Source: an optimization exercise on an open RTL-to-GDS flow (aim: small area). Production flows keep margins and buffers that such runs may drop. The RTL of this run was laid out without a check of its function.

$ cat design/flow/run.sh
#!/bin/bash
# synth_recipe.tcl (not shown) runs the flow's synth.tcl, then flattens the netlist and writes it again
# the make line also repeats each setting of config.mk as NAME=value (left out here)
make -C /OpenROAD-flow-scripts/flow DESIGN_CONFIG=/design/flow/config.mk WORK_HOME=/design/flow/orfs CLKGATE_MAP_FILE= SYNTH_SCRIPT=/design/flow/synth_recipe.tcl finish
$ cat design/flow/config.mk
export PLATFORM = sky130hd
export DESIGN_NAME = FullyAssociative
export DESIGN_NICKNAME = FullyAssociative
export VERILOG_FILES = /design/flow/design.v
export SDC_FILE = /design/flow/constraint.sdc
export NUM_CORES = 4
export LEC_CHECK = 0
export CAP_MARGIN = 20
export CORE_MARGIN = 2
export CORE_UTILIZATION = 40
export SLEW_MARGIN = 20
$ cat design/flow/constraint.sdc
create_clock -name core_clock -period 12.0 [get_ports {clk}]
set_input_delay 2.4000 -clock core_clock [delete_from_list [all_inputs] [get_ports {clk}]]
set_output_delay 2.4000 -clock core_clock [all_outputs]
set_load 0.01 [all_outputs]
$ cat design/flow/design.v
module Compare #(parameter VALUE_WIDTH = 32
                ,parameter INDEX_WIDTH = 32
                )
                (input [VALUE_WIDTH-1:0] value_A_i
                ,input [VALUE_WIDTH-1:0] value_B_i
                ,input [INDEX_WIDTH-1:0] index_A_i
                ,input [INDEX_WIDTH-1:0] index_B_i
                ,output [VALUE_WIDTH-1:0] value_out_o
                ,output [INDEX_WIDTH-1:0] index_out_o
                );
   assign value_out_o = value_A_i > value_B_i ? value_A_i : value_B_i;
   assign index_out_o = value_A_i > value_B_i ? index_A_i : index_B_i;
endmodule 
module LRU #(parameter LENGTH = 32
            )
            (input clk
            ,input rst
            ,input access
            ,input [$clog2(LENGTH)-1:0] index_i
            ,output [$clog2(LENGTH)-1:0] index_o
            );
   (* mem2reg *) reg [$clog2(LENGTH)-1:0] lru [0:LENGTH-1];
   wire [$clog2(LENGTH)-1:0] value[0:LENGTH-2];
   wire [$clog2(LENGTH)-1:0] index[0:LENGTH-2];
   genvar gen_i, gen_j;
   generate
      for(gen_i = 0; gen_i < LENGTH; gen_i = gen_i + 2) begin : loop1
         parameter [$clog2(LENGTH)-1:0] i = gen_i;
         parameter [$clog2(LENGTH)-1:0] i_plus1 = gen_i + 1;
         Compare  #(.VALUE_WIDTH($clog2(LENGTH))
                   ,.INDEX_WIDTH($clog2(LENGTH))
                   )
                   cmp1(.value_A_i(lru[i])
                       ,.value_B_i(lru[i_plus1])
                       ,.index_A_i(i)
                       ,.index_B_i(i_plus1)
                       ,.value_out_o(value[i/2])
                       ,.index_out_o(index[i/2])
                       );
      end
   endgenerate 
   generate
      for(gen_i = 1; gen_i < $clog2(LENGTH); gen_i = gen_i + 1) begin : loop2_1
         parameter param_r = LENGTH - (LENGTH >> (gen_i-1));   
         parameter param_w = LENGTH - (LENGTH >> gen_i);       
         parameter param_s = (LENGTH >> gen_i);  
         for(gen_j = 0; gen_j < param_s; gen_j = gen_j + 2) begin : loop2_2
            parameter [$clog2(LENGTH)-1:0] j = gen_j;
            parameter [$clog2(LENGTH)-1:0] j_plus1 = gen_j+1;
            Compare #(.VALUE_WIDTH($clog2(LENGTH))
                     ,.INDEX_WIDTH($clog2(LENGTH))
                     )
                      cmp2(.value_A_i(value[param_r + j])
                          ,.value_B_i(value[param_r + j_plus1])
                          ,.index_A_i(index[param_r + j])
                          ,.index_B_i(index[param_r + j_plus1])
                          ,.value_out_o(value[param_w + (j/2)])
                          ,.index_out_o(index[param_w + (j/2)])
                          );
         end
      end
   endgenerate
   assign index_o = index[LENGTH-2];    
   always_ff@(posedge clk) begin
      if(rst) begin
         for(integer i = 0; i < LENGTH; i = i + 1) begin
            lru[i] <= i;
         end
      end
      else begin
         if(access) begin
            for(integer i = 0; i < LENGTH; i = i + 1) begin
               if(index_i == i) begin
                  lru[index_i] <= 0;
               end
               else begin   
                  if(lru[i] != {$clog2(LENGTH){1'b1}}) begin
                     lru[i] <= lru[i] + 1;
                  end
               end
            end  
         end  
      end   
   end  
endmodule 
module FullyAssociative #(parameter WIDTH = 32
                         ,parameter C = 128      
                         ,parameter B = 4        
                         ,parameter A = C/B      
                         )
                         (input clk
                         ,input rst
                         ,input [WIDTH-1:0] address_i
                         ,input [B*8-1:0] data_i
                         ,input wen_i
                         ,input ren_i
                         ,output reg hit_o
                         ,output [WIDTH-1:0] data_o
                         );
   localparam WIDTH_VALID   = 1'b1;
   localparam WIDTH_DIRTY   = 1'b1;
   localparam WIDTH_OFFSET = $clog2(B);
   localparam WIDTH_INDEX  = 1'b0;
   localparam WIDTH_TAG    = WIDTH - WIDTH_OFFSET - WIDTH_INDEX;
   localparam WIDTH_ROW    = WIDTH_VALID + WIDTH_DIRTY + WIDTH_TAG + B*8;
   localparam OFFSET_DATA_LSB = 0;
   localparam OFFSET_DATA_MSB = B*8-1; 
   localparam OFFSET_TAG_LSB  = B*8;
   localparam OFFSET_TAG_MSB  = B*8+WIDTH_TAG-1;
   localparam OFFSET_DIRTY    = WIDTH_ROW-2;
   localparam OFFSET_VALID    = WIDTH_ROW-1;
   (* mem2reg *) reg [WIDTH_ROW-1:0] cache [0:A-1];
   wire [WIDTH_TAG-1:0]    tag;
   wire [WIDTH_OFFSET-1:0] offset;
   assign offset = address_i[WIDTH_OFFSET-1:0];
   assign tag    = address_i[WIDTH-1:WIDTH_OFFSET];
   reg [$clog2(A)-1:0] hit_index;
   always_comb begin 
      hit_o     = 1'b0;
      hit_index = 1'b0;
      for(integer i = 0; i < A; i = i + 1) begin
         if(!hit_o && cache[i][OFFSET_TAG_MSB:OFFSET_TAG_LSB] == tag) begin
            hit_o = 1'b1;
            hit_index = i;
         end
      end
   end
   reg [$clog2(A)-1:0] lru_index_i;
   reg [$clog2(A)-1:0] lru_index_o;
   wire lru_access_i;
   assign lru_access_i = ren_i & hit_o | wen_i;
   LRU #(.LENGTH(A)
        )
        lru (.clk(clk)
            ,.rst(rst)
            ,.access(lru_access_i)
            ,.index_i(lru_index_i)
            ,.index_o(lru_index_o)
            );
   assign data_o = cache[hit_index] << ((offset>>2)*(1<<$clog2(WIDTH)));
   assign lru_index_i = rst ? 0
                            : ren_i ? hit_index 
                                    : lru_index_o; 
   always_ff @(posedge clk) begin
      if(rst) begin
         for(integer i = 0; i < A; i = i + 1) begin
            cache[i] <= 0;
         end
      end
      else begin
         if(wen_i && !hit_o) begin
            cache[lru_index_o] <= {1'b1, 1'b1, tag, data_i};
         end
      end
   end  
endmodule
==> impl_metrics.ini <==
[outcome]
status = no timing/DRC/antenna violations

[timing]
finalHoldViolCount = 0
maxSlewViolCount = 0
final.setup_skew_ns = 0.0488
min_period_over_period = 0.978
final-setup-viol-count = 0
setup_slack_ns = 0.263
holdWs_ns = 0.451
timing.fmax_mhz = 85.2
post-route-min-period_ns = 11.74
maxSlewHeadroom = 0.128
worst_slew_pin_slew_ns = 1.30

[die]
start_util = 0.402
die_h_um = 509
dieArea_mm2 = 0.259
ios = 101
rows = 185
coreArea_mm2 = 0.254
die_w_um = 509

[worst_setup_path]
crit_fanout = 30
worst-r2r-setup-slack_ns = 0.72
crit_arrival_ns = 9.34
worst_ep_required_time_ns = 9.60
endpoint = data_o[23]
worstSetupPathType = input port to output port
start_kind = input port
setup.worst_path.end_class = output port
worst_r2r_path_depth = 41
r2r-end = cache[31][11]$_SDFFE_PP0P_
cp-startpoint = address_i[17]
r2r_start = lru.lru[13][3]$_SDFFE_PP1P_

[synth]
synth_area_leaders = dfxtp_1 (42%), mux2i_1 (17%), nor2_1 (6.9%)
synth_cells = 11235
yosysTopAreaCellShare = 0.421
synthTopCellsByCount = dfxtp_1 (2,144), nor2_1 (1,871), mux2i_1 (1,771), nand2_1 (969), clkbuf_1 (582)
synth-async-reset-ratio = 0
synth_most_common_cell = dfxtp_1
synth.avg_cell_area_um2 = 9.07
synthFlopType = dfxtp_1
yosysTopAreaCell = dfxtp_1
synth_nets = 11491
yosysSeqAreaShare = 0.421
yosys_warnings = 3
synth_edf_count = 0
synth_cell_types = 78
syn_area_mm2 = 0.102
synth_seq_cells = 2144

[layout]
drive_above_1_share = 0.0802
nets = 11239
post-route-util = 0.449
syn_to_final_growth_pct = 11.7

[clock_network]
clock_latency_ns = 0.91
cts_made_buffers = 224
cts_tree = yes
cts_buffer_depth = 3
cts.sinks = 2144
h-tree-depth = 4
clockRootBuffer = clkbuf_16
clkTransAtPathRegs_ns = 0.06

[route]
drtIter0Drc = 7967
drt_wl_total_um = 329000
ant_nets = 0
vias = 81980
avgRoutedWirePerCell_um = 22.6
first_pass_iters = 10
drt-vias-per-instance = 5.64
drc = 0

[placement]
preCtsSetupSlack_ns = 0.558
port-buffer-count = 98
dpl.hpwl_um = 212000
gp_congestion = 0.930

[grt]
gr-total-overflow = 0
grt_max_degree = 236
antenna_found_initial = 13
grt_pass1_vias = 78529
grt_pass1_wl_um = 490000
grt_usage = 0.245

[hold_path]
hp-class = register to register

[job]
cap_violations = 0
[worst max-delay path: stages]
cell             delay, ns
buf_4                 0.52
xor2_1                0.16
nor4_1                0.37
nand4_1               0.34
nor2_1                0.99
nor2_1                0.58
or2_2                 0.44
o221ai_1              0.37
nor3b_1               0.96
a41oi_1               0.37
o2111a_1              0.42
a2111oi_0             0.75
nor2_1                0.09
clkdlybuf4s50_1       0.51
[area by class of cell]
type / instances / area [um2]
diodes: 10 / 25.0
clock buffers: 317 / 6460
clock inverters: 92 / 1200
fillers: 24016 / 140000
inverters: 174 / 653
multi-input cells: 7979 / 54500
flip-flops and latches: 2144 / 42900
well taps: 3366 / 4210
repair buffers: 460 / 3940
[placed cells by master, fill, tap and decap left out, types with 22 or more instances in the layout]
cell type | netlist | layout
clkbuf_16 | 0 | 227
ha_1 | 188 | 188
nor4_1 | 166 | 152
nor3_2 | 5 | 25
o21ai_0 | 120 | 120
and4_1 | 58 | 57
nand4_1 | 268 | 268
buf_12 | 0 | 27
o21a_1 | 24 | 24
a32oi_1 | 37 | 34
a21o_1 | 38 | 37
mux2i_1 | 1771 | 1770
xnor2_1 | 542 | 542
a21oi_1 | 517 | 517
dfxtp_1 | 2144 | 2144
clkbuf_8 | 0 | 44
a221oi_1 | 50 | 50
nor2_1 | 1871 | 1871
nand3_1 | 74 | 72
a2111oi_0 | 31 | 29
nor3_1 | 95 | 71
and3_1 | 68 | 67
a222oi_1 | 79 | 79
clkinv_2 | 0 | 48
xor2_1 | 451 | 451
a41oi_1 | 25 | 25
inv_1 | 174 | 173
buf_4 | 84 | 363
clkbuf_1 | 582 | 46
a22oi_1 | 148 | 148
nor2b_1 | 34 | 34
clkdlybuf4s50_1 | 0 | 59
a22o_1 | 69 | 69
a31oi_1 | 22 | 22
mux2_2 | 24 | 24
nand2_1 | 969 | 953
[timing repair]
item                       CTS  global route
setup buffers                0             4
setup endpoints to repair    0          1109
hold buffers                 0             0
gates resized for setup      0             4
[per-stage QoR]
step	cell area, um2	TNS [ns]	std cells
2_1_floorplan	102000	0	11235
3_3_place_gp	106000	0	14118
4_1_cts	114000	0	14528
6_report	114000	0	14542
5_1_grt	114000	-0.140	14533
3_5_place_dp	106000	0	14119
[how the worst min path moves through the flow]
stage,start,end,slack (ns),cells after the start
floorplan,cache[15][8]$_SDFFE_PP0P_,cache[15][8]$_SDFFE_PP0P_,0.43,2
global placement,cache[15][3]$_SDFFE_PP0P_,cache[15][3]$_SDFFE_PP0P_,0.44,2
detailed placement,cache[3][12]$_SDFFE_PP0P_,cache[3][12]$_SDFFE_PP0P_,0.45,2
CTS,cache[15][14]$_SDFFE_PP0P_,cache[15][14]$_SDFFE_PP0P_,0.45,2
global route,cache[3][12]$_SDFFE_PP0P_,cache[3][12]$_SDFFE_PP0P_,0.47,2
finish,cache[3][12]$_SDFFE_PP0P_,cache[3][12]$_SDFFE_PP0P_,0.45,2
[cell families after synthesis]
group / after synthesis / synth area share
and+or+nand+nor: 3698 / 0.159
buffers and inverters: 1112 / 0.0490
DFF: 2144 / 0.421
muxes: 1795 / 0.177
AOI/OAI and AO/OA: 1305 / 0.0858
adders and majority gates: 188 / 0.0231
xor gates and xnor gates: 993 / 0.0853
[state kept, by name, summed over array words and instances (netlist names)]
signal	cells
cache	1984
lru.lru	160
[per-layer routing]
metal | wire length (um) | vias up | track usage
li1 | - | 38265 | -
met1 | 141000 | 40254 | 0.320
met2 | 152000 | 2818 | 0.401
met3 | 23200 | 637 | 0.0400
met4 | 13400 | 6 | 0.0995
met5 | 120 | - | 0

[afterwards: timing with drivers on the ports]
How much do the figures lean on ideal ports? The routed layout below was timed once more, with nothing changed but the port constraints. Step 1 sets driving cells, clkbuf_16 on the clock port and buf_2 on the other inputs (assumed; they add their load-dependent delay and slew). Step 2 adds t to the input delays and takes it off the output delays; t is the mean of the earliest and latest rising clock arrival at the registers after step 1. Input paths then give back, and output paths get back, about the clock's delay inside the block. Slacks: ideal ports / drivers / drivers and shift; pairs: ideal ports / drivers.
t, ns: 0.980
setup slack, ns: 0.263 / 0.239 / 0.239
worst slew at a driven data input, ns: 0.17
pins driven straight from the clock port: 1
After both steps this run still meets setup and hold. For this run, drivers alone change the setup slack by -0.024 ns; drivers and shift together by -0.024 ns.
